Source: an optimization exercise on an open RTL-to-GDS flow (aim: small area). Production flows keep margins and buffers that such runs may drop.
Function was checked by simulation only, so behaviour that the tests miss may differ from the original.
Power is estimated from default activity; no workload was simulated.

## run A
==> flow/design.v (excerpt) <==
module VERILOGStart04(clk, rst, buttonWaitingIN, buttonLeftIN, buttonRightIN, buttonSelectionIN, led1, led5, en);
==> flow/config.mk <==
export PLATFORM = sky130hd
export DESIGN_NAME = VERILOGStart04
export DESIGN_NICKNAME = VERILOGStart04
export VERILOG_FILES = /design/flow/design.v
export SDC_FILE = /design/flow/constraint.sdc
export NUM_CORES = 4
export LEC_CHECK = 0
export ABC_AREA = 1
export CAP_MARGIN = 20
export CORE_MARGIN = 2
export CORE_UTILIZATION = 40
export CTS_BUF_LIST = sky130_fd_sc_hd__clkbuf_8
export SLEW_MARGIN = 20
==> flow/constraint.sdc <==
create_clock -name core_clock -period 20.0 [get_ports {clk}]
set_input_delay 4.0000 -clock core_clock [delete_from_list [all_inputs] [get_ports {clk}]]
set_output_delay 4.0000 -clock core_clock [all_outputs]
set_load 0.01 [all_outputs]
standard.sh (not shown) runs the stock make flow with config.mk's settings and CLKGATE_MAP_FILE= SYNTH_SCRIPT=/design/flow/synth_recipe.tcl, a recipe that flattens the netlist after the stock synthesis.
==> flow/flow/run.sh <==
#!/bin/bash
# Standard ORFS layout with three changes:
#  - synthesis maps the logic with an area-oriented ABC script (flow/abc.script) in place of
#    ORFS's abc_area.script; the rest of synthesis (synth_recipe.tcl) is unchanged, so the
#    registers are the standard synthesis's;
#  - the port buffers use the smallest buffer cell;
#  - clock tree synthesis uses clkbuf_8 and adds no dummy loads.
set -euo pipefail
here=$(pwd)
rm -rf "$here/scripts_abc"
cp -r "$FLOW_HOME/scripts" "$here/scripts_abc"
cp "$here/flow/abc.script" "$here/scripts_abc/abc_area.script"
bash standard.sh SCRIPTS_DIR="$here/scripts_abc" synth > "$here/synth.log" 2>&1
export BUFFER_PORTS_ARGS="-buffer_cell sky130_fd_sc_hd__buf_1"
export CTS_ARGS="-sink_clustering_enable -repair_clock_nets -buf_list sky130_fd_sc_hd__clkbuf_8 -dont_use_dummy_load -sink_clustering_size 32 -sink_clustering_max_diameter 200"
bash standard.sh finish > "$here/layout.log" 2>&1
==> flow/flow/abc.script <==
strash
&get -n
&deepsyn -I 20 -J 10
&dch -f
&nf -R 1000 -E 100
&put
topo
Run A closes out successfully: all stages finished, all timing, DRC and antenna checks passed.
Here is what was changed in the inputs of run B compared with run A.
diff --git a/flow/flow/run.sh b/flow/flow/run.sh
--- a/flow/flow/run.sh
+++ b/flow/flow/run.sh
@@ -14,3 +14,3 @@
 export BUFFER_PORTS_ARGS="-buffer_cell sky130_fd_sc_hd__buf_1"
-export CTS_ARGS="-sink_clustering_enable -repair_clock_nets -buf_list sky130_fd_sc_hd__clkbuf_8 -dont_use_dummy_load -sink_clustering_size 32 -sink_clustering_max_diameter 200"
+export CTS_ARGS="-sink_clustering_enable -repair_clock_nets -buf_list sky130_fd_sc_hd__clkbuf_8 -dont_use_dummy_load -sink_clustering_size 16"
 bash standard.sh finish > "$here/layout.log" 2>&1
### Flow results
- Run A -> run B: via count of the first global-routing pass delta 0, exact match
- From run A to run B the numbers moved as follows: via count roughly the same; total number of sequential cells comparable; sequential cell area stayed essentially flat; total power neither gained nor lost much; power in the clock group has remained practically unchanged.
- Comparing run B against run A, there is no change at all in buffering stage count on the worst path with inverters included.
- Non-clock buffer count in the final layout: run B vs run A identical
- Comparing run A against run B, there is no change at all in flip-flop and latch share of the layout cell area.

* * *

VERILOGStart04, a different RTL version from the one above (not shown whole).
Size in the first run: ~420 cells after synthesis, ~97 flip-flops, roughly 3800 sq um of cells after synthesis.
// VERILOGStart04
module VERILOGStart04(clk, rst, buttonWaitingIN, buttonLeftIN, buttonRightIN, buttonSelectionIN, led1, led5, en);
export LEC_CHECK = 0
export ABC_AREA = 1
export CAP_MARGIN = 20
export CORE_MARGIN = 2
export CORE_UTILIZATION = 40
export CTS_BUF_LIST = sky130_fd_sc_hd__clkbuf_8
export SLEW_MARGIN = 20
create_clock -name core_clock -period 20.0 [get_ports {clk}]
==> flow/flow/run.sh <==
#!/bin/bash
# Standard ORFS layout with three changes:
#  - synthesis maps the logic with an area-oriented ABC script (flow/abc.script) in place of
#    ORFS's abc_area.script; the rest of synthesis (synth_recipe.tcl) is unchanged, so the
#    registers are the standard synthesis's;
#  - the port buffers use the smallest buffer cell;
#  - clock tree synthesis uses clkbuf_8 and adds no dummy loads.
set -euo pipefail
here=$(pwd)
rm -rf "$here/scripts_abc"
cp -r "$FLOW_HOME/scripts" "$here/scripts_abc"
cp "$here/flow/abc.script" "$here/scripts_abc/abc_area.script"
bash standard.sh SCRIPTS_DIR="$here/scripts_abc" synth > "$here/synth.log" 2>&1
export BUFFER_PORTS_ARGS="-buffer_cell sky130_fd_sc_hd__buf_1"
export CTS_ARGS="-sink_clustering_enable -repair_clock_nets -buf_list sky130_fd_sc_hd__clkbuf_16 -dont_use_dummy_load"
bash standard.sh finish > "$here/layout.log" 2>&1
Scripts as last shown in full above: flow/flow/abc.script
Edit:
--- a/flow/flow/run.sh
+++ b/flow/flow/run.sh
@@ -13,4 +13,4 @@
 bash standard.sh SCRIPTS_DIR="$here/scripts_abc" synth > "$here/synth.log" 2>&1
 export BUFFER_PORTS_ARGS="-buffer_cell sky130_fd_sc_hd__buf_1"
-export CTS_ARGS="-sink_clustering_enable -repair_clock_nets -buf_list sky130_fd_sc_hd__clkbuf_16 -dont_use_dummy_load"
+export CTS_ARGS="-sink_clustering_enable -repair_clock_nets -buf_list sky130_fd_sc_hd__clkbuf_8 -dont_use_dummy_load"
 bash standard.sh finish > "$here/layout.log" 2>&1
Result: Utilization is lower by 1.1 points; combinational power is about the same; power falls by 11%; count of clock-buffer cells in the layout stays the same; setup slack loses 37 ps; wire length is about the same; design area shrinks by 2.4%; sequential power is about the same; via count went down by 1.5%.
Edit:
==> flow/flow/abc.script (replaced) <==
strash
&get -n
&deepsyn -I 80 -J 40
&dch -f
&nf -R 1000 -E 100 -p -F 10 -A 10 -C 32
&put
topo
Outcome: Fmax decreases by 4.1%; total power fell by 1.8%; final area decreases by 1.7%.

* * *

JK:
VERILOGStart04 with an RTL version that a note above also has.
Size in the first run: about 430 cells after synthesis.
Settings: LEC_CHECK=0, ABC_AREA=1, CAP_MARGIN=20, CORE_MARGIN=2, CORE_UTILIZATION=40, CTS_BUF_LIST=sky130_fd_sc_hd__clkbuf_8, SLEW_MARGIN=20; clock period 20.0 ns.
==> flow/flow/run.sh <==
#!/bin/bash
# Standard ORFS layout with three changes:
#  - synthesis maps the logic with an area-oriented ABC script (flow/abc.script) in place of
#    ORFS's abc_area.script; the rest of synthesis (synth_recipe.tcl) is unchanged, so the
#    registers are the standard synthesis's;
#  - the port buffers use the smallest buffer cell;
#  - clock tree synthesis uses clkbuf_8 and adds no dummy loads.
set -euo pipefail
here=$(pwd)
rm -rf "$here/scripts_abc"
cp -r "$FLOW_HOME/scripts" "$here/scripts_abc"
cp "$here/flow/abc.script" "$here/scripts_abc/abc_area.script"
bash standard.sh SCRIPTS_DIR="$here/scripts_abc" synth > "$here/synth.log" 2>&1
export BUFFER_PORTS_ARGS="-buffer_cell sky130_fd_sc_hd__buf_1"
export CTS_ARGS="-sink_clustering_enable -repair_clock_nets -buf_list sky130_fd_sc_hd__clkbuf_8 -dont_use_dummy_load -sink_clustering_size 24 -sink_clustering_max_diameter 200"
bash standard.sh finish > "$here/layout.log" 2>&1
==> flow/flow/abc.script <==
strash
&get -n
&deepsyn -I 20 -J 10
&dch -f
&nf -R 1000 -E 100
&put
topo
JK: all stages complete, timing, DRC and antenna checks passed
Setup changes, JK to MS
diff --git a/flow/flow/run.sh b/flow/flow/run.sh
--- a/flow/flow/run.sh
+++ b/flow/flow/run.sh
@@ -13,4 +13,4 @@
 bash standard.sh SCRIPTS_DIR="$here/scripts_abc" synth > "$here/synth.log" 2>&1
 export BUFFER_PORTS_ARGS="-buffer_cell sky130_fd_sc_hd__buf_1"
-export CTS_ARGS="-sink_clustering_enable -repair_clock_nets -buf_list sky130_fd_sc_hd__clkbuf_8 -dont_use_dummy_load -sink_clustering_size 24 -sink_clustering_max_diameter 200"
+export CTS_ARGS="-sink_clustering_enable -repair_clock_nets -buf_list sky130_fd_sc_hd__clkbuf_8 -dont_use_dummy_load"
 bash standard.sh finish > "$here/layout.log" 2>&1
Results
Clock period minus worst slack: MS vs JK identical
Diff JK..MS | overall power | unchanged
Diff MS..JK | buffering stage count on the worst path with inverters included | unchanged
Diff JK..MS | area fraction in and, or, nand and nor cells after synthesis | unchanged
Inserted tap cell count came out exactly the same in MS and JK.
As far as final period utilization goes, JK and MS are indistinguishable; the numbers are identical.

* * *

Another version of the RTL of VERILOGStart04 (not shown whole).
Size: about 530 cells after synthesis, roughly 97 flip-flops, about 21 I/O pins, roughly 0.0047 mm2 of cells after synthesis.
export LEC_CHECK = 0
export CAP_MARGIN = 20
export CORE_MARGIN = 2
export CORE_UTILIZATION = 40
export CTS_BUF_LIST = sky130_fd_sc_hd__clkbuf_8
export SLEW_MARGIN = 20
create_clock -name core_clock -period 20.0 [get_ports {clk}]
==> flow/flow/run.sh <==
#!/bin/bash
# Standard layout, with the port buffers made from the smallest buffer cell.
set -euo pipefail
export BUFFER_PORTS_ARGS="-buffer_cell sky130_fd_sc_hd__buf_1"
bash standard.sh finish > standard.log 2>&1
Next try:
==> flow/run.sh (new file) <==
#!/bin/bash
# synth_recipe.tcl (not shown) runs the flow's synth.tcl, then flattens the netlist and writes it again
# the make line also repeats each setting of config.mk as NAME=value (left out here)
make -C /OpenROAD-flow-scripts/flow DESIGN_CONFIG=/design/flow/config.mk WORK_HOME=/design/flow/orfs CLKGATE_MAP_FILE= SYNTH_SCRIPT=/design/flow/synth_recipe.tcl finish
removed: flow/flow/run.sh
removed: flow/standard.sh
Effect: Maximum frequency goes down by 5.8%. Flip-flop and latch count does not change. Combinational power goes up by about 5%. Area after synthesis is unchanged. Routed wire length goes down by 2.1%. Hold slack degrades by 0.0082 ns. Non-clock buffer count stays the same. Setup slack degrades by 0.38 ns. Final cell count is unchanged. Utilization goes up by 0.87 points.

[static timing again, ports no longer ideal]
In the flow no input, the clock included, has a driving cell. The finished layouts below were timed again as built, in two steps.
Step 1 (the two cells are an assumption about what drives the block):
set clk [get_ports {clk}]
set_driving_cell -lib_cell sky130_fd_sc_hd__clkbuf_16 $clk
set_driving_cell -lib_cell sky130_fd_sc_hd__buf_2 [delete_from_list [all_inputs] $clk]
Step 2 also shifts input and output timing later by t, the mid clock arrival at the registers, as if the neighbouring blocks saw the same clock.
Slacks: ideal / step 1 / step 2; pairs: ideal / step 1.
| run | t, ns | setup WS [ns] | worst hold slack (ns) | slew at the worst register clock pin (ns) | cell pins on the clock port's net |
|---|---|---|---|---|---|
| run A | 0.385 | 13.661 / 13.629 / 14.014 | 0.415 / 0.415 / 0.415 | 0.10 / 0.10 | 1 |
| run B | 0.385 | 13.661 / 13.629 / 14.014 | 0.415 / 0.415 / 0.415 | 0.10 / 0.10 | 1 |
| the first run of note 2 | 0.361 | 13.700 / 13.666 / 14.027 | 0.412 / 0.412 / 0.412 | 0.06 / 0.06 | 1 |
| the second run of note 2 | 0.374 | 13.664 / 13.634 / 14.009 | 0.417 / 0.417 / 0.417 | 0.09 / 0.09 | 1 |
| the third run of note 2 | 0.376 | 13.395 / 13.362 / 13.738 | 0.416 / 0.416 / 0.416 | 0.10 / 0.10 | 1 |
| JK | 0.385 | 13.661 / 13.629 / 14.014 | 0.415 / 0.415 / 0.415 | 0.10 / 0.10 | 1 |
| MS | 0.385 | 13.661 / 13.629 / 14.014 | 0.415 / 0.415 / 0.415 | 0.10 / 0.10 | 1 |
| the first run of note 4 | 0.411 | 13.881 / 13.848 / 14.259 | 0.425 / 0.425 / 0.425 | 0.10 / 0.10 | 1 |
| the second run of note 4 | 0.410 | 13.506 / 13.474 / 13.885 | 0.417 / 0.417 / 0.417 | 0.10 / 0.10 | 1 |
After both steps setup and hold are still met in every run listed.
